This design comes from an exercise in tuning for small area, a short achievable clock period and few clock cycles per item on the open sky130 flow, not from production work.
At most, simulation tests tie the RTL to the original design; equivalence was not proved.
Function not checked in runs 4 to 6: the RTL went through the layout flow alone.
Power figures rest on the tool's default switching activity, not on a simulated workload.

==> flow/design.v <==
module Share_1_A1(
	input wire [3:0] data_in,
	output wire [3:0] data_out
);
assign data_out[3] = 1'b1 ^ data_in[3] ^ data_in[1];
assign data_out[2] = 1'b1 ^ data_in[2];
assign data_out[1] = data_in[1] ^ data_in[0];
assign data_out[0] = data_in[1];
endmodule 
module Affine_1(
	input wire [3:0] x1,	 
	input wire [3:0] x2,
	input wire [3:0] x3,
	output wire [3:0] y1,	 
	output wire [3:0] y2, 
	output wire [3:0] y3 
);
Share_1_A1 i_share_1_A1 (x1, y1);
Share_1_A1 i_share_2_A1 (x2, y2);
Share_1_A1 i_share_3_A1 (x3, y3);
endmodule 
module Share_1_A2(
	input wire [3:0] data_in,
	output wire [3:0] data_out
);
assign data_out[3]   = data_in[3] ^ data_in[1] ^ data_in[0];
assign data_out[2] = 1'b1 ^ data_in[3] ^ data_in[1];
assign data_out[1] = 1'b1 ^ data_in[2] ^ data_in[1] ^ data_in[0];
assign data_out[0] = data_in[3] ^ data_in[2] ^ data_in[1] ^ data_in[0];
endmodule 
module Affine_2(
	input wire [3:0] x1,	 
	input wire [3:0] x2,
	input wire [3:0] x3,
	output wire [3:0] y1,	 
	output wire [3:0] y2,
	output wire [3:0] y3
);
Share_1_A2 i_share_1_A2 (x1, y1);
Share_1_A2 i_share_2_A2 (x2, y2);
Share_1_A2 i_share_3_A2 (x3, y3);
endmodule 
module Share_1_A3(
	input wire [3:0] data_in,
	output wire [3:0] data_out
);
assign data_out[3]   = data_in[0];
assign data_out[2] = data_in[1];
assign data_out[1] = data_in[2];
assign data_out[0] = data_in[3];
endmodule 
module Affine_3(
	input wire [3:0] x1,	 
	input wire [3:0] x2,
	input wire [3:0] x3,
	output wire [3:0] y1,	 
	output wire [3:0] y2,
	output wire [3:0] y3
);
Share_1_A3 i_share_1_A3 (x1, y1);
Share_1_A3 i_share_2_A3 (x2, y2);
Share_1_A3 i_share_3_A3 (x3, y3);
endmodule 
module Share_1_A4(
	input wire [3:0] data_in,
	output wire [3:0] data_out
);
assign data_out[3]   = 1'b1 ^ data_in[3] ^ data_in[2] ^ data_in[1] ^ data_in[0];
assign data_out[2] = data_in[3];
assign data_out[1] = 1'b1 ^ data_in[3] ^ data_in[1] ^ data_in[0];
assign data_out[0] = data_in[0];
endmodule 
module Affine_4(
	input wire [3:0] x1,	 
	input wire [3:0] x2,
	input wire [3:0] x3,
	output wire [3:0] y1,	 
	output wire [3:0] y2,
	output wire [3:0] y3
);
Share_1_A4 i_share_1_A4 (x1, y1);
Share_1_A4 i_share_2_A4 (x2, y2);
Share_1_A4 i_share_3_A4 (x3, y3);
endmodule 
module Share_1_A5(
	input wire [3:0] data_in,
	output wire [3:0] data_out
);
assign data_out[3] = 1'b1 ^ data_in[2];
assign data_out[2] = data_in[3] ^ data_in[1];
assign data_out[1] = 1'b1 ^ data_in[2] ^ data_in[0];
assign data_out[0] = 1'b1 ^ data_in[1] ^ data_in[0];
endmodule 
module Affine_5(
	input wire [3:0] x1,	 
	input wire [3:0] x2,
	input wire [3:0] x3,
	output wire [3:0] y1,	 
	output wire [3:0] y2,
	output wire [3:0] y3
);
Share_1_A5 i_share_1_A5 (x1, y1);
Share_1_A5 i_share_2_A5 (x2, y2);
Share_1_A5 i_share_3_A5 (x3, y3);
endmodule 
module Share_1_A6(
	input wire [3:0] data_in,
	output wire [3:0] data_out
);
assign data_out[3]   = 1'b1 ^ (data_in[3] ^ data_in[0]);
assign data_out[2] = data_in[2];
assign data_out[1] = data_in[0];
assign data_out[0] = 1'b1 ^ data_in[1];
endmodule 
module Affine_6(
	input wire [3:0] x1,	 
	input wire [3:0] x2,
	input wire [3:0] x3,
	output wire [3:0] y1,	 
	output wire [3:0] y2,
	output wire [3:0] y3
);
Share_1_A6 i_share_1_A6 (x1, y1);
Share_1_A6 i_share_2_A6 (x2, y2);
Share_1_A6 i_share_3_A6 (x3, y3);
endmodule 
module Share_1_Q294(
	input wire [3:0] data_in_i,
	input wire [3:0] data_in_i_plus_1,
	output wire [3:0] data_out
);
assign data_out[3] = data_in_i[3];
assign data_out[2] = data_in_i[2];
assign data_out[1] = data_in_i[1] ^ (data_in_i[3]&data_in_i[2]) ^ (data_in_i[3]&data_in_i_plus_1[2]) ^ (data_in_i_plus_1[3]&data_in_i[2]);
assign data_out[0] = data_in_i[0] ^ (data_in_i[3]&data_in_i[1]) ^ (data_in_i[3]&data_in_i_plus_1[1]) ^ (data_in_i_plus_1[3]&data_in_i[1]);
endmodule 
module Quadratic_294(
	input wire [3:0] x1,	 
	input wire [3:0] x2,
	input wire [3:0] x3,
	output wire [3:0] y1,	 
	output wire [3:0] y2,
	output wire [3:0] y3
);
Share_1_Q294 i_share_1_Q294 (x1, x2, y1);
Share_1_Q294 i_share_2_Q294 (x2, x3, y2);
Share_1_Q294 i_share_3_Q294 (x3, x1, y3);
endmodule 
module linear_m(
  input [63:0] data_in,
  output wire [63:0] data_out
);
assign data_out[63:60] = data_in[63:60];
assign data_out[59:56] = data_in[43:40];
assign data_out[55:52] = data_in[23:20];
assign data_out[51:48] = data_in[3:0];
assign data_out[47:44] = data_in[47:44];
assign data_out[43:40] = data_in[27:24];
assign data_out[39:36] = data_in[7:4];
assign data_out[35:32] = data_in[51:48];
assign data_out[31:28] = data_in[31:28];
assign data_out[27:24] = data_in[11:8];
assign data_out[23:20] = data_in[55:52];
assign data_out[19:16] = data_in[35:32];
assign data_out[15:12] = data_in[15:12];
assign data_out[11:8] = data_in[59:56];
assign data_out[7:4] = data_in[39:36];
assign data_out[3:0] = data_in[19:16];
endmodule
module linear_mprime(
  input [63:0] data_in,
  output wire [63:0] data_out
);
assign data_out[63] = data_in[59] ^ data_in[55] ^ data_in[51];
assign data_out[62] = data_in[62] ^ data_in[54] ^ data_in[50];
assign data_out[61] = data_in[61] ^ data_in[57] ^ data_in[49];
assign data_out[60] = data_in[60] ^ data_in[56] ^ data_in[52];
assign data_out[59] = data_in[63] ^ data_in[59] ^ data_in[55];
assign data_out[58] = data_in[58] ^ data_in[54] ^ data_in[50];
assign data_out[57] = data_in[61] ^ data_in[53] ^ data_in[49];
assign data_out[56] = data_in[60] ^ data_in[56] ^ data_in[48];
assign data_out[55] = data_in[63] ^ data_in[59] ^ data_in[51];
assign data_out[54] = data_in[62] ^ data_in[58] ^ data_in[54];
assign data_out[53] = data_in[57] ^ data_in[53] ^ data_in[49];
assign data_out[52] = data_in[60] ^ data_in[52] ^ data_in[48];
assign data_out[51] = data_in[63] ^ data_in[55] ^ data_in[51];
assign data_out[50] = data_in[62] ^ data_in[58] ^ data_in[50];
assign data_out[49] = data_in[61] ^ data_in[57] ^ data_in[53];
assign data_out[48] = data_in[56] ^ data_in[52] ^ data_in[48];
assign data_out[47] = data_in[47] ^ data_in[43] ^ data_in[39];
assign data_out[46] = data_in[42] ^ data_in[38] ^ data_in[34];
assign data_out[45] = data_in[45] ^ data_in[37] ^ data_in[33];
assign data_out[44] = data_in[44] ^ data_in[40] ^ data_in[32];
assign data_out[43] = data_in[47] ^ data_in[43] ^ data_in[35];
assign data_out[42] = data_in[46] ^ data_in[42] ^ data_in[38];
assign data_out[41] = data_in[41] ^ data_in[37] ^ data_in[33];
assign data_out[40] = data_in[44] ^ data_in[36] ^ data_in[32];
assign data_out[39] = data_in[47] ^ data_in[39] ^ data_in[35];
assign data_out[38] = data_in[46] ^ data_in[42] ^ data_in[34];
assign data_out[37] = data_in[45] ^ data_in[41] ^ data_in[37];
assign data_out[36] = data_in[40] ^ data_in[36] ^ data_in[32];
assign data_out[35] = data_in[43] ^ data_in[39] ^ data_in[35];
assign data_out[34] = data_in[46] ^ data_in[38] ^ data_in[34];
assign data_out[33] = data_in[45] ^ data_in[41] ^ data_in[33];
assign data_out[32] = data_in[44] ^ data_in[40] ^ data_in[36];
assign data_out[31] = data_in[31] ^ data_in[27] ^ data_in[23];
assign data_out[30] = data_in[26] ^ data_in[22] ^ data_in[18];
assign data_out[29] = data_in[29] ^ data_in[21] ^ data_in[17];
assign data_out[28] = data_in[28] ^ data_in[24] ^ data_in[16];
assign data_out[27] = data_in[31] ^ data_in[27] ^ data_in[19];
assign data_out[26] = data_in[30] ^ data_in[26] ^ data_in[22];
assign data_out[25] = data_in[25] ^ data_in[21] ^ data_in[17];
assign data_out[24] = data_in[28] ^ data_in[20] ^ data_in[16];
assign data_out[23] = data_in[31] ^ data_in[23] ^ data_in[19];
assign data_out[22] = data_in[30] ^ data_in[26] ^ data_in[18];
assign data_out[21] = data_in[29] ^ data_in[25] ^ data_in[21];
assign data_out[20] = data_in[24] ^ data_in[20] ^ data_in[16];
assign data_out[19] = data_in[27] ^ data_in[23] ^ data_in[19];
assign data_out[18] = data_in[30] ^ data_in[22] ^ data_in[18];
assign data_out[17] = data_in[29] ^ data_in[25] ^ data_in[17];
assign data_out[16] = data_in[28] ^ data_in[24] ^ data_in[20];
assign data_out[15] = data_in[11] ^ data_in[7] ^ data_in[3];
assign data_out[14] = data_in[14] ^ data_in[6] ^ data_in[2];
assign data_out[13] = data_in[13] ^ data_in[9] ^ data_in[1];
assign data_out[12] = data_in[12] ^ data_in[8] ^ data_in[4];
assign data_out[11] = data_in[15] ^ data_in[11] ^ data_in[7];
assign data_out[10] = data_in[10] ^ data_in[6] ^ data_in[2];
assign data_out[9] = data_in[13] ^ data_in[5] ^ data_in[1];
assign data_out[8] = data_in[12] ^ data_in[8] ^ data_in[0];
assign data_out[7] = data_in[15] ^ data_in[11] ^ data_in[3];
assign data_out[6] = data_in[14] ^ data_in[10] ^ data_in[6];
assign data_out[5] = data_in[9] ^ data_in[5] ^ data_in[1];
assign data_out[4] = data_in[12] ^ data_in[4] ^ data_in[0];
assign data_out[3] = data_in[15] ^ data_in[7] ^ data_in[3];
assign data_out[2] = data_in[14] ^ data_in[10] ^ data_in[2];
assign data_out[1] = data_in[13] ^ data_in[9] ^ data_in[5];
assign data_out[0] = data_in[8] ^ data_in[4] ^ data_in[0];
endmodule
module linear_m_inv (
  input [63:0] data_in,
  output wire [63:0] data_out
);
assign data_out[63:60] = data_in[63:60];
assign data_out[59:56] = data_in[11:8];
assign data_out[55:52] = data_in[23:20];
assign data_out[51:48] = data_in[35:32];
assign data_out[47:44] = data_in[47:44];
assign data_out[43:40] = data_in[59:56];
assign data_out[39:36] = data_in[7:4];
assign data_out[35:32] = data_in[19:16];
assign data_out[31:28] = data_in[31:28];
assign data_out[27:24] = data_in[43:40];
assign data_out[23:20] = data_in[55:52];
assign data_out[19:16] = data_in[3:0];
assign data_out[15:12] = data_in[15:12];
assign data_out[11:8] = data_in[27:24];
assign data_out[7:4] = data_in[39:36];
assign data_out[3:0] = data_in[51:48];
endmodule
module prince_core_data (
    input  wire [191:0] state   ,
    input  wire [191:0] pt      ,
    input  wire [383:0] key     ,
    input  wire         s_i     ,
    input  wire         s_p0    ,
    input  wire         s_p1    ,
    input  wire         s_de    ,
    input  wire         s_f     ,
    input  wire         s_d     ,
    input  wire         s_ef    ,
    input  wire         s_o     ,
    input  wire [ 63:0] rc      ,
    output wire [191:0] nxt     ,
    output wire [191:0] ct
);
    localparam SBOX_NUMBER = 16;
    genvar j;
    wire [191:0] k0 = {key[383:320], key[255:192], key[127:64]};
    wire [191:0] k1 = {key[319:256], key[191:128], key[63:0]};
    wire [191:0] k0_end = {{key[320],key[383:322],(key[321] ^ key[383])},
        {key[192],key[255:194],(key[193] ^ key[255])},
        {key[64],key[127:66],(key[65] ^ key[127])}};
    wire [191:0] rck1 = {128'b0, rc} ^ k1;
    wire [191:0] h, p0, p1, u1, u5, w, w_sr, t, m, m_sr, v, d, e;
    generate
        for (j = 0; j < SBOX_NUMBER; j = j + 1) begin: nib
            Quadratic_294 Q (
                .x1(state[191-4*j -: 4]), .x2(state[127-4*j -: 4]), .x3(state[63-4*j -: 4]),
                .y1(h[191-4*j -: 4]), .y2(h[127-4*j -: 4]), .y3(h[63-4*j -: 4]));
        end
        for (j = 0; j < 3*SBOX_NUMBER; j = j + 1) begin: nsh
            nib_p0 P0 (.x(h[4*j +: 4]), .y(p0[4*j +: 4]));
            nib_p1 P1 (.x(h[4*j +: 4]), .y(p1[4*j +: 4]));
            nib_u1 U1 (.x(h[4*j +: 4]), .y(u1[4*j +: 4]));
            nib_u5 U5 (.x(h[4*j +: 4]), .y(u5[4*j +: 4]));
            nib_d4 D4 (.x(v[4*j +: 4]), .y(d[4*j +: 4]));
            nib_e6 E6 (.x(m[4*j +: 4]), .y(e[4*j +: 4]));
        end
        for (j = 0; j < 3; j = j + 1) begin: sh
            linear_m_inv  SRI (.data_in(w[191-64*j -: 64]), .data_out(w_sr[191-64*j -: 64]));
            linear_mprime MP  (.data_in(t[191-64*j -: 64]), .data_out(m[191-64*j -: 64]));
            linear_m      SR  (.data_in(m[191-64*j -: 64]), .data_out(m_sr[191-64*j -: 64]));
        end
    endgenerate
    assign w  = u5 ^ rck1;
    assign ct = w ^ k0_end;
    assign t  = ({192{s_de}} & u1) | ({192{s_f}} & w_sr);
    assign v  = m_sr ^ ({192{s_i}} & (pt ^ k0)) ^ rck1;
    assign nxt = ({192{s_p0}} & p0) | ({192{s_p1}} & p1) |
                 ({192{s_d}} & d) | ({192{s_ef}} & e) | ({192{s_o}} & ct);
endmodule
module nib_p0 (input wire [3:0] x, output wire [3:0] y);
    assign y[3] = x[3] ^ x[0];
    assign y[2] = x[1] ^ x[0];
    assign y[1] = x[2];
    assign y[0] = x[3];
endmodule
module nib_p1 (input wire [3:0] x, output wire [3:0] y);
    assign y[3] = x[1] ^ x[0];
    assign y[2] = ~(x[1]);
    assign y[1] = x[2] ^ x[0];
    assign y[0] = ~(x[3]);
endmodule
module nib_u1 (input wire [3:0] x, output wire [3:0] y);
    assign y[3] = ~(x[3] ^ x[2] ^ x[1]);
    assign y[2] = ~(x[2]);
    assign y[1] = x[0];
    assign y[0] = x[2] ^ x[1];
endmodule
module nib_u5 (input wire [3:0] x, output wire [3:0] y);
    assign y[3] = ~(x[2]);
    assign y[2] = x[3] ^ x[2] ^ x[1];
    assign y[1] = ~(x[1] ^ x[0]);
    assign y[0] = ~(x[0]);
endmodule
module nib_d4 (input wire [3:0] x, output wire [3:0] y);
    assign y[3] = ~(x[3] ^ x[2] ^ x[1] ^ x[0]);
    assign y[2] = x[3];
    assign y[1] = x[2];
    assign y[0] = x[0];
endmodule
module nib_e6 (input wire [3:0] x, output wire [3:0] y);
    assign y[3] = ~(x[3] ^ x[0]);
    assign y[2] = x[2];
    assign y[1] = ~(x[3]);
    assign y[0] = ~(x[1]);
endmodule
module prince_top (
    input  wire         clk       ,
    input  wire         reset     ,
    input  wire         start     ,
    input  wire [191:0] plaintext ,
    input  wire [383:0] key       ,
    output reg          done      ,
    output wire [191:0] ciphertext
);
    reg  [191:0] shared_state;
    reg          busy;
    reg  [  2:0] pos;      
    reg  [ 11:0] layer;    
    reg          s_p0, s_p1, s_de, s_f, s_d, s_ef, s_o;
    wire [191:0] nxt;
    wire [ 63:0] rc;
    localparam [64*12-1:0] RCS = {
        64'hC0AC29B7C97C50DD, 64'hD3B5A399CA0C2399, 64'h64A51195E0E3610D,
        64'hC882D32F25323C54, 64'h85840851F1AC43AA, 64'h7EF84F78FD955CB1,
        64'h0000000000000000, 64'hBE5466CF34E90C6C, 64'h452821E638D01377,
        64'h082EFA98EC4E6C89, 64'hA4093822299F31D0, 64'h13198A2E03707344};
    genvar b, l;
    generate
        for (b = 0; b < 64; b = b + 1) begin: rcb
            wire [11:0] sel;
            for (l = 0; l < 12; l = l + 1) begin: rcl
                assign sel[l] = RCS[64*l + b] & layer[l];
            end
            assign rc[b] = |sel;
        end
    endgenerate
    prince_core_data d_prince_core (
        .state(shared_state),
        .pt   (plaintext   ),
        .key  (key         ),
        .s_i  (~busy       ),
        .s_p0 (s_p0        ),
        .s_p1 (s_p1        ),
        .s_de (s_de        ),
        .s_f  (s_f         ),
        .s_d  (s_d         ),
        .s_ef (s_ef        ),
        .s_o  (s_o         ),
        .rc   (rc          ),
        .nxt  (nxt         ),
        .ct   (            )
    );
    assign ciphertext = shared_state;
    always @(posedge clk) begin
        shared_state <= nxt;
    end
    wire        last    = busy & pos[2] & layer[11];
    wire        busy_n  = busy ? ~last : start;
    wire [ 2:0] pos_n   = busy ? {pos[1:0], pos[2]} : 3'b001;
    wire [11:0] layer_n = ~busy  ? {11'b0, start} :
                          last   ? 12'b0 :
                          pos[2] ? {layer[10:0], 1'b0} : layer;
    always @(posedge clk) begin
        if (reset) begin
            busy  <= 1'b0;
            done  <= 1'b0;
            pos   <= 3'b001;
            layer <= 12'b0;
            s_p0  <= 1'b0;
            s_p1  <= 1'b0;
            s_de  <= 1'b0;
            s_f   <= 1'b0;
            s_d   <= 1'b1;
            s_ef  <= 1'b0;
            s_o   <= 1'b0;
        end else begin
            busy  <= busy_n;
            done  <= last;
            pos   <= pos_n;
            layer <= layer_n;
            s_p0  <= busy_n & pos_n[0];
            s_p1  <= busy_n & pos_n[1];
            s_de  <= busy_n & pos_n[2] & (|layer_n[5:0]);
            s_f   <= busy_n & pos_n[2] & (|layer_n[11:6]);
            s_d   <= ~busy_n | (pos_n[2] & (|layer_n[4:0]));
            s_ef  <= busy_n & pos_n[2] & (|layer_n[10:5]);
            s_o   <= busy_n & pos_n[2] & layer_n[11];
        end
    end
endmodule
==> flow/run.sh <==
#!/bin/bash
# synth_recipe.tcl (not shown) runs the flow's synth.tcl, then flattens the netlist and writes it again
# the make line also repeats each setting of config.mk as NAME=value (left out here)
make -C /OpenROAD-flow-scripts/flow DESIGN_CONFIG=/design/flow/config.mk WORK_HOME=/design/flow/orfs CLKGATE_MAP_FILE= SYNTH_SCRIPT=/design/flow/synth_recipe.tcl finish
==> flow/config.mk <==
export PLATFORM = sky130hd
export DESIGN_NAME = prince_top
export DESIGN_NICKNAME = prince_top
export VERILOG_FILES = /design/flow/design.v
export SDC_FILE = /design/flow/constraint.sdc
export NUM_CORES = 4
export LEC_CHECK = 0
export CAP_MARGIN = 20
export CORE_MARGIN = 2
export CORE_UTILIZATION = 55
export SETUP_SLACK_MARGIN = 2.5
export SLEW_MARGIN = 20
==> flow/constraint.sdc <==
create_clock -name core_clock -period 6.5 [get_ports {clk}]
set_input_delay 1.3000 -clock core_clock [delete_from_list [all_inputs] [get_ports {clk}]]
set_output_delay 1.3000 -clock core_clock [all_outputs]
set_load 0.01 [all_outputs]
==> flow_summary.ini, run 1 <==
[place]
dp_hpwl_um = 146000
dp.cells = 6050
placed_area_mm2 = 0.0477
gp_congestion = 1.07
portBuffers = 771

[setup_path]
critPathSlowestCell = dfxtp_2
crit_buf_inv = 0
criticalPathCategory = register to register
cp.required_ns = 7.03
crit_top_cell = xnor3_1
startpoint_type = register
crit_arrival_ns = 4.51
r2r_end = shared_state[11]
crit_path_max_incr_delay_ns = 0.57
r2r_setup_slack_ns = 2.51
r2r-start = shared_state[34]
cp.depth = 10
worstPathCellList = ha_1 -> xor2_1 -> xnor3_1 -> xnor3_1 -> xnor2_1 -> a22o_1 -> xnor3_1 -> xnor3_1 -> xnor3_1 -> o221ai_1
reg2reg_depth = 10
cp_max_fo = 9
cp_top_family = XOR/XNOR gates
endpoint_kind = register

[die]
die_h_um = 273
dieArea_mm2 = 0.0745
core_mm2 = 0.0715
ioPinCount = 772
fp-row-count = 98
start_util_pct = 55.6
die_width_um = 273

[power_and_ir_drop]
p_leak_nw = 19.7
power_mw = 29.0
cellPowerDensity_mw_per_mm2 = 578
ir_drop_v = 0.000445

[detailed_routing]
wl_met1_um = 64800
routed_via_density = 6.53
dr.pass1.iters = 10
drt-wirelength-per-cell_um = 30.5
dr.max_layer_used = met5
first_iter_violations = 6598
wirelength_um = 187000
num_vias = 40100
route.detailed.drc = 0
wl_met3_um = 24000
drtAntennaViolNets = 0
wl_met2_um = 80800

[final_layout]
syn_to_final_growth_pct = 26.0
most-common-layout-cells = xnor2_1 (1201), clkdlybuf4s50_1 (771), xor2_1 (451)
design_area_mm2 = 0.0501
final_util_pct = 70.1
final_common_cell = xnor2_1
drive_above_1_share_pct = 9.79
nets = 5785
stdcell_count = 6139

[synthesis]
netlist_area_mm2 = 0.0398
synthArstFlopShare_pct = 0
synth.yosys.seq_area_share_pct = 10.9
synth_top_area_share_pct = 27.5
synth_flop_cell = dfxtp_1
syn-num-nets = 5255
ys_ff_latch = 216
avgSynthCellArea_um2 = 8.59
yosys_warnings = 1
synthCells = 4628
netlist-cell-type-count = 91
synthTopCellsByArea = xnor2_1 (28%), dfxtp_1 (11%), xor2_1 (11%), xnor3_1 (9.6%), nand2_1 (3.5%)
synth_edf_count = 0
yosys.area.top_type = xnor2_1

[clock_network]
clock_sinks = 216
clock_tree.root_cell = clkbuf_16
cts_hold_buf = 0
cts_inserted_buffers = 31
cts_max_level = 1
cts_tree = built
clk_pin_slew_worst_paths_ns = 0.06
clkLatencyLatePin_ns = 0.63
cts_buffer_depth = 3

[sta]
slew_viol_final = 0
finalCriticalPeriod_ns = 3.99
fmax_mhz = 251
rsz0062_at_grt = true
hold_violations = 0
fin_skew_ns = 0.0171
period_share_pct = 61.3
slew_headroom_pct = 34.4
worst_pin_slew_ns = 0.985
tns_ns = 0
setup_viol = 0

[hold_path]
hp-start = pos[0]
hp-class = register to register
whs_endpoint = pos[1]
hold_depth = 1

[run_status]
status = finished clean

[grt]
antenna_found_initial = 14
grt_pass1_vias = 37900
grtUsageTotal_pct = 47.8
grt_pass1_wl_um = 261000
grt_max_degree = 136
grt_overflow_total = 0

[job]
max-cap-violations = 0
[worst register-to-register path: cells and delay by family (launching register included)]
| family | cells | cell delay [ns] |
|---|---|---|
| xor+xnor | 7 | 2.57 |
| flops | 1 | 0.57 |
| compound gates | 2 | 0.52 |
| fa+ha+maj | 1 | 0.23 |
[sequential cells by signal, indices dropped and copies added (netlist names)]
register and count:
pos 3, s_ef 1, s_p1 1, s_o 1, shared_state 192, s_de 1, s_d 1, s_p0 1
busy 1, done 1, layer 12, s_f 1
[cell usage after synthesis, drive strengths merged, types with 9 or more instances]
| master | n |
|---|---|
| a211oi | 11 |
| a21o | 15 |
| a21oi | 114 |
| a221o | 44 |
| a221oi | 22 |
| a222oi | 121 |
| a22o | 23 |
| a22oi | 114 |
| a2bb2oi | 50 |
| a311oi | 10 |
| and2 | 36 |
| and3 | 25 |
| and3b | 14 |
| buf | 134 |
| clkbuf | 216 |
| dfxtp | 216 |
| ha | 48 |
| inv | 63 |
| mux2 | 17 |
| mux2i | 40 |
| nand2 | 371 |
| nand2b | 35 |
| nand3 | 86 |
| nand3b | 21 |
| nand4 | 9 |
| nand4bb | 11 |
| nor2 | 301 |
| nor2b | 48 |
| nor3 | 16 |
| nor4 | 16 |
| nor4bb | 11 |
| o2111ai | 15 |
| o211ai | 71 |
| o21ai | 136 |
| o221ai | 51 |
| o22ai | 13 |
| or3 | 10 |
| xnor2 | 1274 |
| xnor3 | 181 |
| xor2 | 493 |
| xor3 | 42 |
[layer usage]
layer / track usage (%) / vias to the layer above
met5: 0 / -
met4: 36.5 / 8
met3: 10.6 / 744
met2: 73.6 / 3231
met1: 58.2 / 19000
li1: - / 17100
[area by class of cell]
cell class / count / area, um2
Antenna cell: 11 / 27.5
Clock buffer: 39 / 856
Clock inverter: 14 / 176
Fill cell: 5951 / 21400
Inverter: 66 / 258
Multi-Input combinational cell: 3996 / 34700
Sequential cell: 216 / 4550
Tap cell: 950 / 1190
Timing Repair Buffer: 847 / 8370
[cell families (layout without fill, tap and decap cells)]
kind of cell / count (synthesis) / in the layout / synth area share [%]
xor+xnor: 1990 / 1990 / 52.5
simple gates: 1031 / 1031 / 12.4
compound gates: 870 / 870 / 17.0
buf+inv: 416 / 966 / 4.34
flops: 216 / 216 / 10.9
mux: 57 / 57 / 1.49
fa+ha+maj: 48 / 48 / 1.51
other cells: 0 / 11 / 0
[worst max path at each step]
| stage | from | end | slack, ns |
|---|---|---|---|
| after global routing | shared_state[34] | shared_state[11] | 2.46 |
| after global placement | key[284] | shared_state[131] | 1.79 |
| after floorplan | key[268] | shared_state[143] | 2.60 |
| final | shared_state[34] | shared_state[11] | 2.51 |
| after detailed placement | key[284] | shared_state[131] | 1.74 |
| after CTS | shared_state[59] | shared_state[59] | 2.46 |
[timing repair]
item	in CTS	in global routing
buffers inserted	9	16
gates resized for setup	123	171
pin swaps	5	12
setup endpoints to repair	52	46
[metrics by stage]
| step | setup slack (ns) | hold slack [ns] |
|---|---|---|
| after floorplan | 2.60 | 0.421 |
| after global placement | 1.79 | 0.427 |
| after detailed placement | 1.74 | 0.433 |
| after CTS | 2.46 | 0.448 |
| after global routing | 2.46 | 0.469 |
| final | 2.51 | 0.445 |
[power breakdown]
group | switching [mW] | total (mW) | internal, mW
logic | 12.0 | 22.9 | 10.8
clock network | 0.796 | 1.87 | 1.08
registers | 2.24 | 4.23 | 1.98
Testbench counts, summed over its fixed seeds: cycles 7,296, items 192.
==> inputs of run 2 (changes only) <==
--- a/flow/config.mk
+++ b/flow/config.mk
@@ -8,5 +8,5 @@
 export CAP_MARGIN = 20
 export CORE_MARGIN = 2
 export CORE_UTILIZATION = 55
-export SETUP_SLACK_MARGIN = 2.5
+export SETUP_SLACK_MARGIN = 0.4
 export SLEW_MARGIN = 20
==> flow_summary.ini, run 2 <==
[run_status]
status = finished clean

[place]
gp_congestion = 1.07
pre_cts_slack_ns = 1.74
dp_hpwl_um = 146000
portBuffers = 771

[setup_path]
worstPathCellList = ha_1 -> xor2_1 -> xor3_2 -> xnor2_1 -> o21ai_0 -> xnor2_1 -> xnor3_1 -> xnor2_1 -> xnor3_1 -> xnor2_1 -> o221ai_1
crit_arrival_ns = 5.47
criticalPathCategory = register to register
crit_buf_inv = 0
endpoint_kind = register
cp_top_family = XOR/XNOR gates
r2r_setup_slack_ns = 1.49
crit_path_max_incr_delay_ns = 0.90
crit_top_cell = xnor2_1
cp.required_ns = 6.95
critPathSlowestCell = o21ai_0
cp_max_fo = 14
startpoint_type = register

[sta]
fin_skew_ns = 0.0200
rsz0062_at_grt = false
slew_headroom_pct = 21.6
period_share_pct = 77.1
slew_viol_final = 0
hold_violations = 0
setup_viol = 0
finalCriticalPeriod_ns = 5.01
worst_pin_slew_ns = 1.16
tns_ns = 0
fmax_mhz = 200
worst_slack_ns = 1.49

[die]
die_width_um = 273
start_util_pct = 55.6
dieArea_mm2 = 0.0745
ioPinCount = 772
core_mm2 = 0.0715
die_h_um = 273
fp-row-count = 98

[clock_network]
cts_hold_buf = 0
cts_max_level = 1
clock_tree.root_cell = clkbuf_16
cts_inserted_buffers = 31
cts_setup_buffers = 0
clock_sinks = 216
ctsResizeCount = 0
cts_tree = built
cts_buffer_depth = 3
clkLatencyLatePin_ns = 0.63
clk_pin_slew_worst_paths_ns = 0.06

[synthesis]
yosys_warnings = 1
synthCells = 4628
netlist-cell-type-count = 91
ys_top_cells_by_count = xnor2_1 (1250), xor2_1 (480), nand2_1 (371), nor2_1 (301), dfxtp_1 (216)
synthArstFlopShare_pct = 0
yosysMostFrequentCell = xnor2_1
netlist_area_mm2 = 0.0398
synth_flop_cell = dfxtp_1
synth_top_area_share_pct = 27.5
yosys.area.top_type = xnor2_1
avgSynthCellArea_um2 = 8.59
synth_edf_count = 0
syn-num-nets = 5255
synthTopCellsByArea = xnor2_1 (28%), dfxtp_1 (11%), xor2_1 (11%), xnor3_1 (9.6%), nand2_1 (3.5%)
ys_ff_latch = 216
synth.yosys.seq_area_share_pct = 10.9

[final_layout]
largestRegisters = shared_state x192, layer x12, pos x3
most-common-layout-cells = xnor2_1 (1250), clkdlybuf4s50_1 (771), xor2_1 (480)
largest_reg_flops = 192
largest_register = shared_state
fillers = 6148
nets = 5760
final_common_cell = xnor2_1
drive_above_1_share_pct = 4.54
syn_to_final_growth_pct = 22.5

[detailed_routing]
drtAntennaViolNets = 0
wirelength_um = 185000
dr.pass1.iters = 10
num_vias = 39800
routed_via_density = 6.52
route.detailed.drc = 0
first_iter_violations = 6553
drt-wirelength-per-cell_um = 30.4

[power_and_ir_drop]
cellPowerDensity_mw_per_mm2 = 575
combinationalPowerShare_pct = 78.7
p_leak_nw = 19.1
ir_drop_v = 0.000384
swShare_pct = 52.3
seqPwrFrac_pct = 14.6
pwr-share-clk_pct = 6.7
power.switching_mw = 14.6
intPower_mw = 13.4

[grt]
grt_pass1_vias = 37700
grt_max_degree = 136
grt_overflow_total = 0
antenna_found_initial = 12
grt_pass1_wl_um = 260000
grtUsageTotal_pct = 47.6

[hold_path]
hp-class = register to register

[job]
max-cap-violations = 0
## run 2: power by group through the flow
stage / logic (mW) / registers (mW) / clock network [mW]
6_report: 22.0 / 4.09 / 1.87
5_1_grt: 23.2 / 4.08 / 1.89
4_1_cts: 21.5 / 3.90 / 1.84
3_5_place_dp: 21.4 / 3.92 / 0
3_3_place_gp: 21.1 / 3.90 / 0
2_1_floorplan: 16.6 / 2.58 / 0
## run 2: worst reg2reg max path, stage by stage, from the launching register on
cell and delay, ns:
dfxtp_1 0.81, ha_1 0.30, xor2_1 0.24, xor3_2 0.57
xnor2_1 0.16, o21ai_0 0.90, xnor2_1 0.48, xnor3_1 0.53
xnor2_1 0.22, xnor3_1 0.37, xnor2_1 0.16, o221ai_1 0.12
## run 2: worst paths after layout
path	startpoint	end	cells after the start
worst max-delay path	shared_state[151]	shared_state[183]	11
worst min-delay path	pos[0]	pos[1]	1
worst max register to register	shared_state[151]	shared_state[183]	11
worst min register to register	pos[0]	pos[1]	1
## run 2: cell families (layout without fill, tap and decap cells)
| group | after synthesis | after routing | share of synthesized area [%] |
|---|---|---|---|
| flip-flops | 216 | 216 | 10.9 |
| AO/OA/AOI/OAI | 870 | 870 | 17.0 |
| AND/OR/NAND/NOR | 1031 | 1031 | 12.4 |
| buffers and inverters | 416 | 941 | 4.34 |
| multiplexers | 57 | 57 | 1.49 |
| adder cells (fa/ha/maj) | 48 | 48 | 1.51 |
| XOR/XNOR | 1990 | 1990 | 52.5 |
| other | 0 | 5 | 0 |
## run 2: metrics by stage
stage / cells / area [um2] / hold slack (ns) / util (%) / total power, mW
finish: 6108 / 48700 / 0.444 / 68.1 / 28.0
global placement: 6050 / 47700 / 0.427 / 66.7 / 25.0
detailed placement: 6050 / 47700 / 0.433 / 66.7 / 25.3
floorplan: 4628 / 39800 / 0.421 / - / 19.2
global route: 6107 / 48700 / 0.469 / 68.1 / 29.2
CTS: 6103 / 48700 / 0.448 / 68.1 / 27.3
## run 2: per-layer routing
| layer | GRT usage [%] | part of all wire, % | up-vias |
|---|---|---|---|
| met5 | 0 | 0.041 | - |
| met4 | 35.3 | 8.9 | 12 |
| met3 | 10.6 | 13 | 706 |
| met2 | 73.6 | 43 | 3125 |
| met1 | 58.1 | 35 | 18900 |
| li1 | - | - | 17100 |
## run 2: area by class of cell
cell class,instances,area [um2],share of cell area [%]
multi-input combinational,3996,33700,69.3
timing repair buffer,822,8140,16.7
sequential,216,4350,8.94
tap,950,1190,2.44
clock buffer,39,856,1.76
inverter,66,251,0.516
clock inverter,14,176,0.362
antenna,5,12.5,0.0257
==> inputs of run 3 (changes only) <==
--- a/flow/config.mk
+++ b/flow/config.mk
@@ -8,5 +8,5 @@
 export CAP_MARGIN = 20
 export CORE_MARGIN = 2
 export CORE_UTILIZATION = 55
-export SETUP_SLACK_MARGIN = 0.4
+export SETUP_SLACK_MARGIN = 3.5
 export SLEW_MARGIN = 20
==> flow_summary.ini, run 3 <==
[clock_network]
clock_sinks = 216
cts_hold_buf = 0
clock_tree.root_cell = clkbuf_16
cts_buffer_depth = 3
cts_inserted_buffers = 31
cts_max_level = 1

[sta]
endpoint_type = register data pin
grt-worst-endpoint = shared_state[171]$_DFF_P_/D

[grt]
grt_max_degree = 129
grt_overflow_total = 1168
grtUsageTotal_pct = 91.3

[run_status]
status = stopped before the end
lastStage = global routing (5_1_grt)
error_line = [ERROR GRT-0232] Routing congestion too high. Check the congestion heatmap in the GUI.

[synthesis]
netlist-cell-type-count = 91
ys_ff_latch = 216
avgSynthCellArea_um2 = 8.59
synthArstFlopShare_pct = 0
synthCells = 4628
synth_edf_count = 0
syn-num-nets = 5255
synth_flop_cell = dfxtp_1
yosysMostFrequentCell = xnor2_1
yosys_warnings = 1
yosys.area.top_type = xnor2_1
synth_top_area_share_pct = 27.5
synth.yosys.seq_area_share_pct = 10.9
netlist_area_mm2 = 0.0398
synthTopCellsByArea = xnor2_1 (28%), dfxtp_1 (11%), xor2_1 (11%), xnor3_1 (9.6%), nand2_1 (3.5%)
ys_top_cells_by_count = xnor2_1 (1250), xor2_1 (480), nand2_1 (371), nor2_1 (301), dfxtp_1 (216)

[place]
portBuffers = 771
pre_cts_slack_ns = 2.04
dp_hpwl_um = 146000
placed_area_mm2 = 0.0491
gp_congestion = 1.05

[die]
ioPinCount = 772
die_width_um = 273
start_util_pct = 55.6
die_h_um = 273
fp-row-count = 98
==> run 3: worst max path at each step <==
stage	slack [ns]	cells after the start	to	from
after floorplan	2.92	9	shared_state[55]	key[40]
after global placement	2.04	9	shared_state[143]	key[295]
after detailed placement	2.04	9	shared_state[143]	key[295]
after CTS	3.05	11	shared_state[31]	layer[10]
==> run 3: kinds of logic after synthesis <==
group / after synthesis / synth area share [%]
flops: 216 / 10.9
buf+inv: 416 / 4.34
simple gates: 1031 / 12.4
fa+ha+maj: 48 / 1.51
mux: 57 / 1.49
xor+xnor: 1990 / 52.5
compound gates: 870 / 17.0
==> run 3: layer usage <==
metal / GRT overflow / global-route usage (%)
met1: 37 / 87.0
met2: 652 / 103
met3: 47 / 83.6
met5: 2 / 58.1
met4: 430 / 97.5
==> run 3: power groups by stage <==
stage / clock network [mW] / registers, mW / logic, mW
after floorplan: 0 / 2.59 / 17.7
after detailed placement: 0 / 4.00 / 22.3
after CTS: 1.84 / 3.47 / 31.4
after global placement: 0 / 3.97 / 22.0
==> run 3: stage by stage <==
step,utilization (%),std cells
CTS,86.8,6836
detailed placement,68.7,6041
global placement,68.7,6041
floorplan,-,4628
==> run 3: what timing repair did <==
item,in CTS
setup endpoints to repair,364
buffers inserted,737
pin swaps,539
gates resized for setup,1434
cloned,4
==> inputs of run 4 (changes only) <==
--- a/flow/design.v
+++ b/flow/design.v
@@ -268,7 +268,6 @@
     input  wire         s_f     ,
     input  wire         s_d     ,
     input  wire         s_ef    ,
-    input  wire         s_o     ,
     input  wire [ 63:0] rc      ,
     output wire [191:0] nxt     ,
     output wire [191:0] ct
@@ -307,7 +306,7 @@
     assign t  = ({192{s_de}} & u1) | ({192{s_f}} & w_sr);
     assign v  = m_sr ^ ({192{s_i}} & (pt ^ k0)) ^ rck1;
     assign nxt = ({192{s_p0}} & p0) | ({192{s_p1}} & p1) |
-                 ({192{s_d}} & d) | ({192{s_ef}} & e) | ({192{s_o}} & ct);
+                 ({192{s_d}} & d) | ({192{s_ef}} & e);
 endmodule
 module nib_p0 (input wire [3:0] x, output wire [3:0] y);
     assign y[3] = x[3] ^ x[0];
@@ -358,7 +357,7 @@
     reg          busy;
     reg  [  2:0] pos;      
     reg  [ 11:0] layer;    
-    reg          s_p0, s_p1, s_de, s_f, s_d, s_ef, s_o;
+    reg          s_p0, s_p1, s_de, s_f, s_d, s_ef;
     wire [191:0] nxt;
     wire [ 63:0] rc;
     localparam [64*12-1:0] RCS = {
@@ -387,12 +386,10 @@
         .s_f  (s_f         ),
         .s_d  (s_d         ),
         .s_ef (s_ef        ),
-        .s_o  (s_o         ),
         .rc   (rc          ),
         .nxt  (nxt         ),
-        .ct   (            )
+        .ct   (ciphertext  )
     );
-    assign ciphertext = shared_state;
     always @(posedge clk) begin
         shared_state <= nxt;
     end
@@ -414,10 +411,9 @@
             s_f   <= 1'b0;
             s_d   <= 1'b1;
             s_ef  <= 1'b0;
-            s_o   <= 1'b0;
         end else begin
             busy  <= busy_n;
-            done  <= last;
+            done  <= busy & pos[1] & layer[11];
             pos   <= pos_n;
             layer <= layer_n;
             s_p0  <= busy_n & pos_n[0];
@@ -426,7 +422,6 @@
             s_f   <= busy_n & pos_n[2] & (|layer_n[11:6]);
             s_d   <= ~busy_n | (pos_n[2] & (|layer_n[4:0]));
             s_ef  <= busy_n & pos_n[2] & (|layer_n[10:5]);
-            s_o   <= busy_n & pos_n[2] & layer_n[11];
         end
     end
 endmodule
--- a/flow/config.mk
+++ b/flow/config.mk
@@ -7,6 +7,6 @@
 export LEC_CHECK = 0
 export CAP_MARGIN = 20
 export CORE_MARGIN = 2
-export CORE_UTILIZATION = 55
-export SETUP_SLACK_MARGIN = 3.5
+export CORE_UTILIZATION = 25
+export SETUP_SLACK_MARGIN = 0.4
 export SLEW_MARGIN = 20
==> flow_summary.ini, run 4 <==
[run_status]
status = finished clean

[synthesis]
synth_xor_area_share_pct = 52.7
synthTopCellsByArea = xnor2_1 (26%), xnor3_1 (13%), dfxtp_1 (11%), xor2_1 (11%), a21oi_1 (2.9%)
ys_top_cells_by_count = xnor2_1 (1151), xor2_1 (474), nor2_1 (291), nand2_1 (261), a21oi_1 (219)
synth_top_family_by_area = XOR/XNOR gates
synth-compound-area-share_pct = 17.1
yosys.area_share.simple_pct = 11.4
synthCells = 4430
yosys.area.top_type = xnor2_1
syn-num-nets = 5057
avgSynthCellArea_um2 = 8.61
yosys.area_share.adder_pct = 1.57
netlist-cell-type-count = 97
yosys_warnings = 1
synth.yosys.seq_area_share_pct = 11.3
ys_ff_latch = 215
synth_flop_cell = dfxtp_1
synthArstFlopShare_pct = 0
synth_top_area_share_pct = 26.4
synth_edf_count = 0
yosysMostFrequentCell = xnor2_1
yosys-mux-area-fraction_pct = 1.67
netlist_area_mm2 = 0.0381

[hold_path]
whs_endpoint = pos[1]
hold_depth = 1
hp-start = pos[0]
hp-class = register to register

[place]
placed_area_mm2 = 0.0479
pre_cts_slack_ns = 1.36
portBuffers = 771
dp_hpwl_um = 180000
gp_congestion = 0.989

[final_layout]
largest_reg_flops = 192
design_area_mm2 = 0.0490
nets = 5635
fillers = 16000
largest_register = shared_state
syn_to_final_growth_pct = 28.4
final_common_cell = xnor2_1
most-common-layout-cells = xnor2_1 (1147), clkdlybuf4s50_1 (771), xor2_1 (473)
final-seq-area_mm2 = 0.00433
drive_above_1_share_pct = 4.51
multiInputGateArea_mm2 = 0.0322
largestRegisters = shared_state x192, layer x12, pos x3

[grt]
grt_overflow_total = 0
antenna_found_initial = 34
grt_max_degree = 167
grtUsageTotal_pct = 26.5
grt_pass1_wl_um = 292000
grtUsageMet3_pct = 5.42
grt_util_met2_pct = 43.4
grt.met1_usage_pct = 33.5
grt_pass1_vias = 36000
busiest_layer = met2

[detailed_routing]
drtAntennaViolNets = 0
drt-wirelength-per-cell_um = 30.5
num_vias = 37100
first_iter_violations = 4745
route.detailed.drc = 0
wirelength_um = 216000
routed_via_density = 5.25
dr.pass1.iters = 9

[sta]
setup_viol = 0
period_share_pct = 86.3
worst_slack_ns = 0.893
slew_viol_final = 0
rsz0062_at_grt = false
tns_ns = 0
fin_skew_ns = 0.0310
holdWs_ns = 0.452
fmax_mhz = 178
worst_pin_slew_ns = 1.19
hold_violations = 0
slew_headroom_pct = 20.6
finalCriticalPeriod_ns = 5.61

[clock_network]
cts_buffer_depth = 3
cts_max_level = 2
clock_sinks = 215
clkLatencyLatePin_ns = 0.58
cts_setup_buffers = 0
cts_tree = built
clock_tree.root_cell = clkbuf_16
ctsResizeCount = 0
clk_pin_slew_worst_paths_ns = 0.06
cts_inserted_buffers = 34
cts_hold_buf = 0

[setup_path]
r2r_end = shared_state[35]
criticalPathCategory = register to output pin
startpoint_type = register
r2r_setup_slack_ns = 1.65
r2r-start = shared_state[34]
cp.required_ns = 5.20
crit_arrival_ns = 4.31
endpoint_kind = output pin
startpoint = shared_state[178]
cp_max_fo = 8
reg2reg_depth = 10

[die]
die_h_um = 395
dieArea_mm2 = 0.156
core_mm2 = 0.152
fp-row-count = 143
die_width_um = 395
ioPinCount = 772
start_util_pct = 25.1

[job]
max-cap-violations = 0

[power_and_ir_drop]
power.switching_mw = 19.9
ir_drop_v = 0.000421
cellPowerDensity_mw_per_mm2 = 763
swShare_pct = 53.4
power_mw = 37.4
seqPwrFrac_pct = 10.2
intPower_mw = 17.4
pwr-share-clk_pct = 5.2
p_leak_nw = 19.4
combinationalPowerShare_pct = 84.6
-- run 4: critical path, cell delays in order (launching register included) --
cell,delay (ns)
dfxtp_1,0.68
ha_1,0.25
xor2_1,0.22
xor3_2,0.55
xnor3_1,0.43
xnor2_1,0.73
xor2_1,0.27
clkdlybuf4s50_1,0.58
-- run 4: worst max path at each step --
stage	endpoint	cells after the start
global route	ciphertext[5]	7
global placement	ciphertext[163]	3
finish	ciphertext[177]	7
floorplan	shared_state[35]	8
CTS	ciphertext[177]	7
detailed placement	shared_state[191]	9
-- run 4: cell type report --
type / count / area share, %
timing repair buffer: 845 / 17.0
clock inverter: 12 / 0.233
antenna: 8 / 0.0409
inverter: 114 / 0.884
clock buffer: 48 / 1.97
multi-input combinational: 3798 / 65.8
sequential: 215 / 8.84
tap: 2030 / 5.19
-- run 4: layer usage --
metal | vias up | share of wire (%)
met2 | 2366 | 46
met1 | 17900 | 39
met5 | - | 0.080
met4 | 26 | 5.3
li1 | 16400 | -
met3 | 396 | 9.6
-- run 4: cells by family after synthesis --
| kind of cell | Yosys count |
|---|---|
| adders and majority gates | 48 |
| muxes | 59 |
| AOI/OAI and AO/OA | 908 |
| DFF | 215 |
| and+or+nand+nor | 898 |
| buffers and inverters | 417 |
| xor gates and xnor gates | 1885 |
-- run 4: stage by stage --
stage	cells	util (%)
after detailed placement	7002	31.5
after floorplan	4430	-
final	7070	32.3
after global placement	7002	31.5
after CTS	7062	32.3
after global routing	7065	32.3
-- run 4: power groups by stage --
| stage | Clock [mW] | Combinational (mW) | Sequential (mW) |
|---|---|---|---|
| after detailed placement | 0 | 31.4 | 3.73 |
| final | 1.93 | 31.6 | 3.82 |
| after global placement | 0 | 31.3 | 3.70 |
| after global routing | 1.99 | 33.1 | 3.88 |
| after CTS | 1.95 | 31.6 | 3.70 |
| after floorplan | 0 | 18.8 | 2.30 |
==> inputs of run 5 (changes only) <==
--- a/flow/config.mk
+++ b/flow/config.mk
@@ -7,6 +7,6 @@
 export LEC_CHECK = 0
 export CAP_MARGIN = 20
 export CORE_MARGIN = 2
-export CORE_UTILIZATION = 25
+export CORE_UTILIZATION = 55
 export SETUP_SLACK_MARGIN = 0.4
 export SLEW_MARGIN = 20
==> flow_summary.ini, run 5 <==
[run_status]
status = finished clean

[grt]
grt_pass1_wl_um = 237000
grt_pass1_vias = 35400
grtUsageTotal_pct = 45.0
antenna_found_initial = 12
grt_max_degree = 161
grt_overflow_total = 0

[detailed_routing]
first_iter_violations = 5979
drt-wirelength-per-cell_um = 28.2
dr.pass1.iters = 10
num_vias = 37200
drtAntennaViolNets = 0
wirelength_um = 167000
routed_via_density = 6.28
route.detailed.drc = 0

[sta]
hold_violations = 0
slew_viol_final = 0
slew_headroom_pct = 19.8
worst_pin_slew_ns = 1.19
tns_ns = 0
period_share_pct = 83.6
rsz0062_at_grt = false
fin_skew_ns = 0.0228
worst_slack_ns = 1.07
setup_viol = 0
fmax_mhz = 184
finalCriticalPeriod_ns = 5.43

[synthesis]
netlist_area_mm2 = 0.0381
synth_top_family_by_area = XOR/XNOR gates
yosys.area_share.adder_pct = 1.57
yosys_warnings = 1
synth_xor_area_share_pct = 52.7
ys_top_cells_by_count = xnor2_1 (1151), xor2_1 (474), nor2_1 (291), nand2_1 (261), a21oi_1 (219)
ys_ff_latch = 215
yosys.area_share.simple_pct = 11.4
avgSynthCellArea_um2 = 8.61
synthArstFlopShare_pct = 0
synth_top_area_share_pct = 26.4
synth.yosys.seq_area_share_pct = 11.3
synth-compound-area-share_pct = 17.1
yosys-mux-area-fraction_pct = 1.67
yosysMostFrequentCell = xnor2_1
yosys.area.top_type = xnor2_1
synth_edf_count = 0
netlist-cell-type-count = 97
synthCells = 4430
syn-num-nets = 5057
synthTopCellsByArea = xnor2_1 (26%), xnor3_1 (13%), dfxtp_1 (11%), xor2_1 (11%), a21oi_1 (2.9%)
synth_flop_cell = dfxtp_1

[power_and_ir_drop]
intPower_mw = 17.2
pwr-share-clk_pct = 4.9
seqPwrFrac_pct = 10.9
p_leak_nw = 19.1
ir_drop_v = 0.000613
combinationalPowerShare_pct = 84.2
power.switching_mw = 18.3
swShare_pct = 51.6
power_mw = 35.5
cellPowerDensity_mw_per_mm2 = 752

[setup_path]
cp.required_ns = 5.20
worstPathCellList = ha_1 -> xnor2_1 -> xnor3_1 -> xnor3_1 -> xnor2_1 -> xor2_1 -> clkdlybuf4s50_1
critPathSlowestCell = dfxtp_1
startpoint_type = register
cp_max_fo = 11
endpoint_kind = output pin
crit_arrival_ns = 4.13
criticalPathCategory = register to output pin
crit_path_max_incr_delay_ns = 1.00

[die]
fp-row-count = 96
dieArea_mm2 = 0.0715
core_mm2 = 0.0686
die_h_um = 267
ioPinCount = 772
die_width_um = 267
start_util_pct = 55.6

[final_layout]
design_area_mm2 = 0.0472
fillers = 5831
largestRegisters = shared_state x192, layer x12, pos x3
largest_reg_flops = 192
syn_to_final_growth_pct = 23.7
final-seq-area_mm2 = 0.00433
most-common-layout-cells = xnor2_1 (1151), clkdlybuf4s50_1 (771), xor2_1 (474)
final_common_cell = xnor2_1
drive_above_1_share_pct = 3.53
largest_register = shared_state
nets = 5592
multiInputGateArea_mm2 = 0.0322

[place]
dp_hpwl_um = 134000
portBuffers = 771
pre_cts_slack_ns = 1.49
gp_congestion = 1.03
placed_area_mm2 = 0.0462

[clock_network]
ctsResizeCount = 0
clk_pin_slew_worst_paths_ns = 0.06
cts_hold_buf = 0
cts_setup_buffers = 0
cts_buffer_depth = 3
cts_tree = built
clkLatencyLatePin_ns = 0.60
clock_tree.root_cell = clkbuf_16
cts_max_level = 1
cts_inserted_buffers = 30
clock_sinks = 215

[hold_path]
hp-class = register to register

[job]
max-cap-violations = 0
==> run 5: cell counts after synthesis <==
No cell type changed its count.
==> run 5: final timing paths <==
check / endpoint / cells after the start / startpoint / slack [ns]
setup / recovery: ciphertext[25] / 7 / shared_state[26] / 1.07
setup reg to reg: shared_state[35] / 11 / shared_state[10] / 1.68
hold reg to reg: pos[1] / 1 / pos[0] / 0.46
hold / removal: pos[1] / 1 / pos[0] / 0.46
==> run 5: logic make-up (layout without fill, tap and decap cells) <==
group / Yosys count / count (layout)
compound gates: 908 / 908
xor+xnor: 1885 / 1885
fa+ha+maj: 48 / 48
buf+inv: 417 / 975
flops: 215 / 215
mux: 59 / 59
other cells: 0 / 7
simple gates: 898 / 898
==> run 5: final cells by class <==
class	instances	share of cell area [%]
clock buffer	42	1.75
tap	931	2.47
timing repair buffer	806	17.1
antenna	7	0.0371
multi-input combinational	3798	68.2
sequential	215	9.18
clock inverter	13	0.355
inverter	114	0.915
==> run 5: worst max-delay path, delay by kind of cell (launching register included) <==
family	cells	cell delay (ns)
adder cells (fa/ha/maj)	1	0.34
XOR/XNOR	5	1.65
buffers and inverters	1	0.57
flip-flops	1	1.00
==> run 5: power groups by stage <==
stage | sequential [mW] | combinational (mW) | clock, mW
2_1_floorplan | 2.30 | 18.8 | 0
3_3_place_gp | 3.73 | 28.9 | 0
3_5_place_dp | 3.76 | 29.1 | 0
4_1_cts | 3.74 | 29.3 | 1.74
5_1_grt | 3.88 | 31.1 | 1.80
6_report | 3.87 | 29.9 | 1.75
==> run 5: metrics by stage <==
stage	hold slack, ns	util [%]	cells
finish	0.457	68.8	5926
global route	0.480	68.8	5925
CTS	0.455	68.7	5919
detailed placement	0.441	67.3	5864
global placement	0.429	67.3	5864
floorplan	0.421	-	4430
==> run 5: layer usage <==
| layer | vias up | track usage, % | part of all wire, % |
|---|---|---|---|
| met2 | 2855 | 71.1 | 45 |
| met3 | 565 | 9.39 | 12 |
| met5 | - | 0 | 0.016 |
| met1 | 17400 | 56.0 | 36 |
| li1 | 16400 | - | - |
| met4 | 6 | 28.0 | 7.2 |
==> inputs of run 6 (changes only) <==
==> flow/flow/run.sh (new file) <==
#!/bin/bash
# Standard ORFS layout with two changes:
#  - synthesis maps the logic with flow/area.abc, an area-oriented ABC script,
#    in place of ORFS's speed script (everything else in the standard
#    synthesis, synth_recipe.tcl, is unchanged, so the registers are the same);
#  - the port buffers that buffer_ports inserts are the smallest plain buffer
#    (repair may still resize them).
set -euo pipefail
work=$(pwd)
{
  echo "proc abc {args} {"
  echo "  set i [lsearch -exact \$args -script]"
  echo "  if {\$i >= 0} { lset args [expr {\$i + 1}] $work/flow/area.abc }"
  echo "  yosys abc {*}\$args"
  echo "}"
  cat synth_recipe.tcl
} > own_synth.tcl
export BUFFER_PORTS_ARGS="-buffer_cell sky130_fd_sc_hd__buf_1"
bash standard.sh SYNTH_SCRIPT="$work/own_synth.tcl" finish > standard_flow.log 2>&1
==> flow/flow/area.abc (new file) <==
&get -n
&st
&dch
&nf
&put
==> flow/standard.sh (new file) <==
#!/bin/bash
# synth_recipe.tcl (not shown) runs the flow's synth.tcl, then flattens the netlist and writes it again
# the make line also repeats each setting of config.mk as NAME=value (left out here)
make -C /OpenROAD-flow-scripts/flow DESIGN_CONFIG=/design/flow/config.mk WORK_HOME=/design/flow/orfs CLKGATE_MAP_FILE= SYNTH_SCRIPT=/design/flow/synth_recipe.tcl "${@:-finish}"
--- a/flow/config.mk
+++ b/flow/config.mk
@@ -8,5 +8,5 @@
 export CAP_MARGIN = 20
 export CORE_MARGIN = 2
 export CORE_UTILIZATION = 55
-export SETUP_SLACK_MARGIN = 0.4
+export SETUP_SLACK_MARGIN = 2.5
 export SLEW_MARGIN = 20
removed: flow/run.sh
==> flow_summary.ini, run 6 <==
[run_status]
status = finished clean

[sta]
rsz0062_at_grt = true
worst_pin_slew_ns = 1.17
finalCriticalPeriod_ns = 4.09
worst_slack_ns = 2.41
hold_violations = 0
setup_viol = 0
slew_viol_final = 0
slew_headroom_pct = 21.9
fmax_mhz = 244
period_share_pct = 63.0
tns_ns = 0
fin_skew_ns = 0.0150

[power_and_ir_drop]
cellPowerDensity_mw_per_mm2 = 706
ir_drop_v = 0.000605
power_mw = 28.4
p_leak_nw = 16.2

[die]
ioPinCount = 772
fp-row-count = 89
dieArea_mm2 = 0.0615
core_mm2 = 0.0589
die_h_um = 248
start_util_pct = 55.6
die_width_um = 248

[setup_path]
crit_arrival_ns = 2.79
startpoint_type = input pin
cp.required_ns = 5.20
criticalPathCategory = input pin to output pin
cp_max_fo = 2
endpoint_kind = output pin

[detailed_routing]
first_iter_violations = 4401
num_vias = 33500
drtAntennaViolNets = 0
drt-wirelength-per-cell_um = 27.9
route.detailed.drc = 0
wirelength_um = 150000
dr.pass1.iters = 9
routed_via_density = 6.24

[synthesis]
netlist-cell-type-count = 48
syn-num-nets = 4249
synthCells = 3622
synth_edf_count = 0
avgSynthCellArea_um2 = 9.04
yosys_warnings = 1
netlist_area_mm2 = 0.0327
ys_ff_latch = 215
yosys.area.top_type = xnor2_1
synthTopCellsByArea = xnor2_1 (23%), xnor3_1 (15%), xor2_1 (14%), dfxtp_1 (13%), o21ai_0 (5.4%)
synth_flop_cell = dfxtp_1
yosysMostFrequentCell = xnor2_1
synthArstFlopShare_pct = 0
ys_top_cells_by_count = xnor2_1 (844), xor2_1 (530), o21ai_0 (351), nand2_1 (346), a21oi_1 (320)
synth.yosys.seq_area_share_pct = 13.1
synth_top_area_share_pct = 22.6

[final_layout]
fillers = 5119
syn_to_final_growth_pct = 22.7
largest_register = shared_state
largestRegisters = shared_state x192, layer x12, pos x3
drive_above_1_share_pct = 11.7
final_common_cell = xnor2_1
most-common-layout-cells = xnor2_1 (799), buf_1 (758), xor2_1 (487)
nets = 5185
largest_reg_flops = 192

[clock_network]
clock_tree.root_cell = clkbuf_16
cts_max_level = 1
clkLatencyLatePin_ns = 0.60
cts_inserted_buffers = 29
cts_buffer_depth = 3
clock_sinks = 215
cts_tree = built
clk_pin_slew_worst_paths_ns = 0.06

[place]
gp_congestion = 1.04
portBuffers = 771
pre_cts_slack_ns = 1.91
dp_hpwl_um = 116000

[grt]
antenna_found_initial = 12
grtUsageTotal_pct = 46.5
grt_pass1_wl_um = 207000
grt_pass1_vias = 30800
grt_max_degree = 105
grt_overflow_total = 0

[job]
max-cap-violations = 0

[hold_path]
hp-class = register to register
==> run 6: kinds of logic (layout without fill, tap and decap cells) <==
group           after synthesis  in the layout  share of synthesized area (%)
fa+ha+maj                    48             48                           1.83
xor+xnor                   1649           1649                           55.9
buf+inv                      40            998                          0.459
other cells                   0              9                              0
mux                          11             11                          0.344
flops                       215            215                           13.1
compound gates             1096           1096                           21.0
simple gates                563            563                           7.25
==> run 6: power breakdown <==
part           internal [mW]  switching (mW)  leakage [nW]  total [mW]
sequential              1.98            1.41          1.83        3.38
combinational           10.7            12.5          13.9        23.1
clock                   1.09           0.737         0.495        1.83
total                   13.7            14.6          16.2        28.4
==> run 6: routing by layer <==
layer	vias up	track usage [%]	wire length, um
li1	14900	-	-
met1	15500	58.8	54000
met2	2448	69.1	63900
met3	544	10.0	18300
met4	10	35.6	13400
met5	-	0	64
==> run 6: cell type report <==
class                           count  area [um2]  area share, %
Clock buffer                       33         741           1.84
Tap cell                          773         967           2.41
Clock inverter                     20         292          0.726
Sequential cell                   215        4570           11.4
Antenna cell                        9        22.5         0.0561
Timing Repair Buffer              905        3940           9.81
Inverter                           40         161          0.402
Multi-Input combinational cell   3367       29500           73.4
==> run 6: timing repair <==
item	4_1_cts	5_1_grt
gates resized for setup	302	125
endpoints found under the setup margin	178	107
pin swaps	51	47
setup buffers	37	62
hold buffers	0	0
==> run 6: worst paths after layout <==
kind	slack, ns	cells past startpoint	endpoint	from
worst min register to register	0.45	2	pos[1]	pos[0]
worst max register to register	2.47	10	shared_state[3]	layer[11]
worst max-delay path	2.41	4	ciphertext[139]	key[267]
worst min-delay path	0.45	2	pos[1]	pos[0]
==> run 6: worst max-delay path, cell delays in order <==
cell,delay [ns]
buf_1,0.16
xnor2_1,0.66
xor2_1,0.45
buf_1,0.22
==> run 6: through the flow <==
step	utilization [%]	cell area (um2)	instances	hold WS, ns
3_5_place_dp	62.7	36900	5201	0.440
6_report	68.2	40200	5362	0.447
3_3_place_gp	62.7	36900	5201	0.440
2_1_floorplan	-	32800	3622	0.426
4_1_cts	66.4	39100	5291	0.449
5_1_grt	68.2	40200	5359	0.476
==> inputs of run 7 (changes only) <==
--- a/flow/design.v
+++ b/flow/design.v
@@ -360,21 +360,30 @@
     reg          s_p0, s_p1, s_de, s_f, s_d, s_ef;
     wire [191:0] nxt;
     wire [ 63:0] rc;
+    wire        last    = busy & pos[2] & layer[11];
+    wire        busy_n  = busy ? ~last : start;
+    wire [ 2:0] pos_n   = busy ? {pos[1:0], pos[2]} : 3'b001;
+    wire [11:0] layer_n = ~busy  ? {11'b0, start} :
+                          last   ? 12'b0 :
+                          pos[2] ? {layer[10:0], 1'b0} : layer;
     localparam [64*12-1:0] RCS = {
         64'hC0AC29B7C97C50DD, 64'hD3B5A399CA0C2399, 64'h64A51195E0E3610D,
         64'hC882D32F25323C54, 64'h85840851F1AC43AA, 64'h7EF84F78FD955CB1,
         64'h0000000000000000, 64'hBE5466CF34E90C6C, 64'h452821E638D01377,
         64'h082EFA98EC4E6C89, 64'hA4093822299F31D0, 64'h13198A2E03707344};
+    reg  [63:0] rc_r;
+    wire [63:0] rc_n;
     genvar b, l;
     generate
         for (b = 0; b < 64; b = b + 1) begin: rcb
             wire [11:0] sel;
             for (l = 0; l < 12; l = l + 1) begin: rcl
-                assign sel[l] = RCS[64*l + b] & layer[l];
+                assign sel[l] = RCS[64*l + b] & layer_n[l];
             end
-            assign rc[b] = |sel;
+            assign rc_n[b] = |sel;
         end
     endgenerate
+    assign rc = rc_r;
     prince_core_data d_prince_core (
         .state(shared_state),
         .pt   (plaintext   ),
@@ -393,12 +402,6 @@
     always @(posedge clk) begin
         shared_state <= nxt;
     end
-    wire        last    = busy & pos[2] & layer[11];
-    wire        busy_n  = busy ? ~last : start;
-    wire [ 2:0] pos_n   = busy ? {pos[1:0], pos[2]} : 3'b001;
-    wire [11:0] layer_n = ~busy  ? {11'b0, start} :
-                          last   ? 12'b0 :
-                          pos[2] ? {layer[10:0], 1'b0} : layer;
     always @(posedge clk) begin
         if (reset) begin
             busy  <= 1'b0;
@@ -411,6 +414,7 @@
             s_f   <= 1'b0;
             s_d   <= 1'b1;
             s_ef  <= 1'b0;
+            rc_r  <= 64'b0;
         end else begin
             busy  <= busy_n;
             done  <= busy & pos[1] & layer[11];
@@ -422,6 +426,7 @@
             s_f   <= busy_n & pos_n[2] & (|layer_n[11:6]);
             s_d   <= ~busy_n | (pos_n[2] & (|layer_n[4:0]));
             s_ef  <= busy_n & pos_n[2] & (|layer_n[10:5]);
+            rc_r  <= rc_n;
         end
     end
 endmodule
--- a/flow/config.mk
+++ b/flow/config.mk
@@ -8,5 +8,5 @@
 export CAP_MARGIN = 20
 export CORE_MARGIN = 2
 export CORE_UTILIZATION = 55
-export SETUP_SLACK_MARGIN = 2.5
+export SETUP_SLACK_MARGIN = 3.0
 export SLEW_MARGIN = 20
==> flow_summary.ini, run 7 <==
[run_status]
failed_checks = max-capacitance violations, max-slew violations
status = finished with violations

[setup_path]
worstPathCellList = ha_4 -> xnor2_2 -> xnor3_2 -> xor3_2 -> xor2_4 -> buf_6
crit_arrival_ns = 2.57
endpoint_kind = output pin
critPathSlowestCell = xor3_2
startpoint_type = register
cp.required_ns = 5.20
reg2reg_depth = 12
cp_max_fo = 3
crit_path_max_incr_delay_ns = 0.48
criticalPathCategory = register to output pin

[synthesis]
synth_edf_count = 0
netlist_area_mm2 = 0.0334
synthTopCellsByArea = xnor2_1 (23%), dfxtp_1 (15%), xnor3_1 (15%), xor2_1 (14%), a21oi_1 (5.1%)
synthCells = 3639
yosys_warnings = 1
yosysMostFrequentCell = xnor2_1
synth_flop_cell = dfxtp_1
yosys.area.top_type = xnor2_1
synth_top_area_share_pct = 23.2
synthArstFlopShare_pct = 0
ys_ff_latch = 254
synth.yosys.seq_area_share_pct = 15.2
syn-num-nets = 4266
avgSynthCellArea_um2 = 9.18
ys_top_cells_by_count = xnor2_1 (885), xor2_1 (533), nand2_1 (357), a21oi_1 (340), o21ai_0 (328)
netlist-cell-type-count = 38

[final_layout]
most-common-layout-cells = xnor2_1 (653), buf_4 (563), buf_1 (558)
syn_to_final_growth_pct = 51.8
largest_reg_flops = 192
largest_register = shared_state
design_area_mm2 = 0.0507
nets = 5734
largestRegisters = shared_state x192, rc_r x39, layer x12
drive_above_1_share_pct = 36.2
final_common_cell = xnor2_1
fillers = 3481

[detailed_routing]
route.detailed.drc = 0
routed_via_density = 6.57
dr.max_layer_used = met4
wirelength_um = 180000
wl_met2_um = 75200
dr.pass1.iters = 9
wl_met3_um = 25500
first_iter_violations = 6374
wl_met1_um = 59300
drtAntennaViolNets = 0
num_vias = 38900
drt-wirelength-per-cell_um = 30.4

[clock_network]
cts_buffer_depth = 3
clkLatencyLatePin_ns = 0.59
clock_sinks = 254
clk_pin_slew_worst_paths_ns = 0.06
cts_tree = built
cts_max_level = 2
clock_tree.root_cell = clkbuf_16
cts_inserted_buffers = 36

[sta]
worst_slack_ns = 2.63
period_share_pct = 59.5
slew_headroom_pct = -7.69
finalCriticalPeriod_ns = 3.87
rsz0062_at_grt = true
slew_viol_final = 2
setup_viol = 0
fmax_mhz = 259
fin_skew_ns = 0.0275
tns_ns = 0
hold_violations = 0
worst_pin_slew_ns = 1.60

[die]
ioPinCount = 772
die_h_um = 251
die_width_um = 251
core_mm2 = 0.0602
start_util_pct = 55.5
fp-row-count = 90
dieArea_mm2 = 0.0628

[place]
placed_area_mm2 = 0.0376
portBuffers = 771
gp_congestion = 1.07
pre_cts_slack_ns = 2.13
dp_hpwl_um = 119000

[power_and_ir_drop]
cellPowerDensity_mw_per_mm2 = 777
p_leak_nw = 21.4
ir_drop_v = 0.000630

[grt]
grt_overflow_total = 0
grt_pass1_wl_um = 237000
antenna_found_initial = 9
grt_pass1_vias = 35500
grt_max_degree = 77
grtUsageTotal_pct = 51.5

[job]
max-cap-violations = 1

[hold_path]
hold_depth = 2
hp-class = register to register
## run 7: report_power, final
group / switching, mW / leakage, nW / total, mW / internal (mW)
clock: 0.878 / 0.541 / 2.01 / 1.13
sequential: 1.41 / 2.18 / 3.78 / 2.38
combinational: 16.4 / 18.7 / 33.6 / 17.3
## run 7: cells by family after synthesis
kind of cell               share of synthesized area, %
and+or+nand+nor                                    5.90
buffers and inverters                             0.393
xor gates and xnor gates                           56.0
AOI/OAI and AO/OA                                  20.4
adders and majority gates                          1.80
DFF                                                15.2
muxes                                             0.352
## run 7: worst max-delay path, delay by kind of cell (launching register included)
family	cells	cell delay, ns
XOR/XNOR	4	1.30
flip-flops	1	0.36
adder cells (fa/ha/maj)	1	0.16
buffers and inverters	1	0.16
## run 7: per-layer routing
metal / track usage (%) / vias to the layer above
li1: - / 15900
met1: 63.1 / 18100
met2: 77.9 / 3795
met3: 12.0 / 1105
met4: 41.3 / 0
met5: 0 / -
## run 7: through the flow
stage / utilization, % / hold slack, ns / power (mW) / instances
6_report: 84.2 / 0.487 / 39.4 / 5926
5_1_grt: 84.2 / 0.508 / 40.4 / 5920
4_1_cts: 78.8 / 0.476 / 35.1 / 5765
3_5_place_dp: 62.5 / 0.449 / 24.4 / 5214
3_3_place_gp: 62.5 / 0.441 / 24.3 / 5214
2_1_floorplan: - / 0.425 / 18.2 / 3639
## run 7: final cells by class
| type | count | area [um2] | area share, % |
|---|---|---|---|
| Clock buffer | 59 | 1080 | 2.13 |
| Timing Repair Buffer | 1430 | 9040 | 17.8 |
| Multi-Input combinational cell | 3350 | 33800 | 66.5 |
| Inverter | 35 | 180 | 0.355 |
| Clock inverter | 4 | 27.5 | 0.0542 |
| Tap cell | 782 | 978 | 1.93 |
| Antenna cell | 12 | 30.0 | 0.0592 |
| Sequential cell | 254 | 5630 | 11.1 |
## run 7: what timing repair did
action | 4_1_cts | 5_1_grt
pin swaps | 345 | 201
setup endpoints to repair | 290 | 226
setup buffers | 487 | 149
gates resized for setup | 1239 | 424
cloned | 1 | 0
hold endpoints to repair | 0 | 0
hold buffers | 0 | 0
## run 7: path summary, 6_finish.rpt
| check | startpoint | end | slack [ns] |
|---|---|---|---|
| hold / removal | pos[1] | s_d | 0.49 |
| setup reg to reg | shared_state[35] | shared_state[19] | 2.70 |
| setup / recovery | shared_state[186] | ciphertext[186] | 2.63 |
| hold reg to reg | pos[1] | s_d | 0.49 |
Testbench counts of run 7, summed over its fixed seeds: cycles 7,104, items 192.

Re-timed with assumed drivers on the ports (clkbuf_16 on the clock, buf_2 on other inputs), run 7 has 2.565 ns of setup slack against 2.635 ns with ideal ports, and 2.193 ns once port delays also move by the mid clock arrival of 0.649 ns.
